This is an optimization exercise on Yosys and OpenROAD, whose aim is small area and a short achievable clock period, not a production implementation.
In this exercise RTL edits were held to simulation tests only and were not proved equivalent to the original.

Setup of run 1:
Design Multiplier, start of the top module:
module Multiplier(
  input         clock,
                reset,
                io_in_valid,
  input  [31:0] io_a,
                io_b,
  input  [1:0]  io_op,
  output [31:0] io_res,
  output        io_res_valid
);
Size: roughly 3300 cells after synthesis, roughly 100 I/O pins, roughly 0.032 mm^2 of cells after synthesis.
export LEC_CHECK = 0
export ABC_AREA = 1
export CAP_MARGIN = 20
export CORE_MARGIN = 2
export CORE_UTILIZATION = 40
export CTS_BUF_LIST = sky130_fd_sc_hd__clkbuf_4 sky130_fd_sc_hd__clkbuf_8
export SETUP_SLACK_MARGIN = 2.0
export SLEW_MARGIN = 20
create_clock -name core_clock -period 5.6 [get_ports {clock}]
standard.sh (not shown) runs the stock make flow with config.mk's settings and CLKGATE_MAP_FILE= SYNTH_SCRIPT=/design/flow/synth_recipe.tcl, a recipe that flattens the netlist after the stock synthesis.
==> flow/flow/run.sh <==
#!/bin/bash
# Own layout flow: the standard flow (standard.sh), with one extra step
# between synthesis and floorplan: flow/polfix.py removes the needless
# inverters that Yosys's full-adder extraction leaves around full-adder cells
# (a full adder is self-dual, so each may be built in either polarity).
# Registers, ports and all other cells are kept as synthesis made them.
# Each tool's output goes to a log file of its own in the work folder.
set -euo pipefail
cd "$(dirname "$0")/.."
R=orfs/results/${FLOW_PLATFORM:-sky130hd}/Multiplier/base
# Port buffers: buf_4 instead of the delay cell buffer_ports picks by default
# (every port still gets its own buffer).
PORTBUF="BUFFER_PORTS_ARGS=-buffer_cell sky130_fd_sc_hd__buf_4"
bash standard.sh "$PORTBUF" synth > flow_synth.log 2>&1
cp "$R/1_2_yosys.v" 1_2_yosys.std.v
python3 flow/polfix.py 1_2_yosys.std.v 1_2_yosys.pol.v > flow_polfix.log 2>&1
cp 1_2_yosys.pol.v "$R/1_2_yosys.v"
rm -f "$R/1_synth.odb" "$R/1_synth.sdc"
bash standard.sh "$PORTBUF" finish > flow_finish.log 2>&1
Other scripts of this flow, unchanged in this note and not shown: flow/flow/polfix.py
For run 2, these inputs were changed with respect to run 1:
Settings: a change of CORE_UTILIZATION from 40 to 50; a deleted CTS_BUF_LIST that had been sky130_fd_sc_hd__clkbuf_4 sky130_fd_sc_hd__clkbuf_8; an added PLACE_DENSITY of 0.75; a change of SETUP_SLACK_MARGIN from 2.0 to 2.2.
On pin count of the biggest net entering global routing, run 1 and run 2 are basically level. Diff run 1 -> run 2: area taken by flip-flops and latches now sits at about the same level, area of all placed cells without fillers climbed 2.6%, core utilization now larger, number of inverters outside the clock class in the layout dropped 5. Summary of run 2 over run 1: count of clock-buffer cells in the layout shows a reduction of about 40%; wire length fell by about 1.6%; final cell count without fillers went down; sequential cell count saw little to no change. Proportion of layout cells with a drive suffix above 1 (higher): run 2.
Relative to run 2, the following input files were edited for run 3:
Settings: SLEW_MARGIN: 20 -> 5; CORE_UTILIZATION: 50 -> 40; CAP_MARGIN: 20 -> 5; SETUP_SLACK_MARGIN: 2.2 -> 2.0; PLACE_DENSITY: 0.75 -> unset.
[summary]
- Summary — fmax, run 3 relative to run 2: higher, by 0.84%.
- Diff run 3..run 2 | register area | negligible
- When run 3 is measured against run 2, its layout overhead on the synthesized area turns out 3.3 points lower.
- Compared with run 2, run 3 shows number of vias per cell after detailed routing lower by 8.9%.
- There was hardly any difference in worst hold margin between run 2 and run 3.
- Compared with run 2, run 3 shows a lower buffering stage count on the worst path with inverters included.
- From run 2 to run 3 the numbers moved as follows: minimum period implied by the final worst setup slack -31 ps, wire length increased by 1600 um relative to the old numbers, synthesized cell count roughly the same.
- Final-layout clock buffer total came out higher on run 3 than on run 2.
#### Input delta (run 4 over run 3)
Settings: a change of SETUP_SLACK_MARGIN from 2.0 to 2.1; a change of CAP_MARGIN from 5 to 20; a change of SLEW_MARGIN from 5 to 20.
[summary]
- The fraction of area in registers number comes out lower for run 4 vs run 3.
- The run showing the greater met3 usage in global routing is run 4.
- Register cell area after layout: run 4 vs run 3 — no meaningful difference
- Across both runs, final period demand of the worst path was higher for run 4 than for run 3.
- Relative to run 3, number of buffers and inverters on the critical path decreased by 1 in run 4.
- Non-clock buffer count, run 4 and run 3, lower one = run 3.
- Launching instance or port of the critical path: mulcore_inst.q918 -> run 3, mulcore_inst.q905 -> run 4
Inputs modified between run 4 and run 5:
Settings: SETUP_SLACK_MARGIN: 2.1 -> 2.2.
==> notes.md <==
Sort run 4 and run 5 by layout overhead on the synthesized area asc -> top: run 4. Layout buffering overhead excluding clock cells: run 5 vs run 4 — no meaningful difference. Run 5 vs run 4 — number of inserted filler cells in the final layout dropped about 2%. Changes observed in run 5 relative to run 4: number of clock sinks has remained practically unchanged; worst hold slack now sits at about the same level. Max worst reg-to-reg setup slack across run 4 and run 5: run 5.
Relative to run 5, the following input files were edited for run 6:
Settings: ABC_AREA removed (was 1); SETUP_SLACK_MARGIN changed from 2.2 to 2.0.
[summary]
- The area of the die in run 6 is 1.13 times that in run 5.
- Count of clock-net buffers in the final layout for run 6 is lower than for run 5.
- Fraction of cell area in non-clock buffers: run 6 vs run 5 up 0.84 points
- Run comparison: run 5 source of the critical timing path mulcore_inst.q772; run 6 source of the critical timing path mulcore_inst.q749


Setup of north:
Multiplier again, from the RTL that the note above started with.
Settings: LEC_CHECK=0, ABC_AREA=1, CAP_MARGIN=20, CORE_MARGIN=2, CORE_UTILIZATION=40, SETUP_SLACK_MARGIN=1.9, SLEW_MARGIN=20; clock period 5.6 ns.
Scripts as last shown in full above: flow/flow/run.sh
Other scripts of this flow, unchanged in this note and not shown: flow/flow/polfix.py
north finished every step from synthesis to the final layout, and the layout passed the timing, DRC and antenna checks.
## Diff of input files: middle against north
Settings: changing SETUP_SLACK_MARGIN from 1.9 to 1.8.
==> comparison <==
Per the final summary, middle finished and its layout is clean on timing, DRC and antenna.
[middle] routed metal-1 wirelength rose about 2.6% relative to north
Route | middle vs north | wire longer in middle
north ended up with mulcore_inst.q875$_DFF_P_ as its launching instance or port of the critical path; middle ended up with mulcore_inst.q918$_DFF_P_.
Summary of middle over north: wire length of the first global-routing pass increased 0.67%; clock skew did not really move; setup TNS after final layout has remained practically unchanged.

static timing again, ports no longer ideal:
No port has a modelled driver above. Below, the same layouts with a new extraction and two added sets of constraints. Step 1 sets driving cells, clkbuf_16 on the clock port and buf_2 on the other inputs (assumed; they add their load-dependent delay and slew). Step 2 adds t to the input delays and takes it off the output delays; t is the mean of the earliest and latest rising clock arrival at the registers after step 1. Input paths then give back, and output paths get back, about the clock's delay inside the block. a / b / c = no drivers / after step 1 / after step 2; a / b = the first two.
run	shift t [ns]	setup WS [ns]	worst setup path after step 2	clock arrival spread, ns
run 1	0.694	2.021 / 2.021 / 1.381	input to register	0.045 / 0.045
run 2	0.627	1.897 / 1.897 / 1.581	input to register	0.021 / 0.021
run 3	0.653	1.928 / 1.928 / 1.346	input to register	0.021 / 0.021
run 4	0.652	1.905 / 1.905 / 1.580	input to register	0.020 / 0.020
run 5	0.643	2.066 / 2.066 / 1.601	input to register	0.032 / 0.032
run 6	0.659	1.733 / 1.733 / 1.353	input to register	0.032 / 0.032
north	0.637	1.859 / 1.859 / 1.279	input to register	0.035 / 0.035
middle	0.643	1.770 / 1.770 / 1.205	input to register	0.031 / 0.031
After both steps every run listed still meets setup and hold. The setup slack of run 1, which loses most, moves by 0.000 ns with the drivers and by -0.640 ns with both steps.
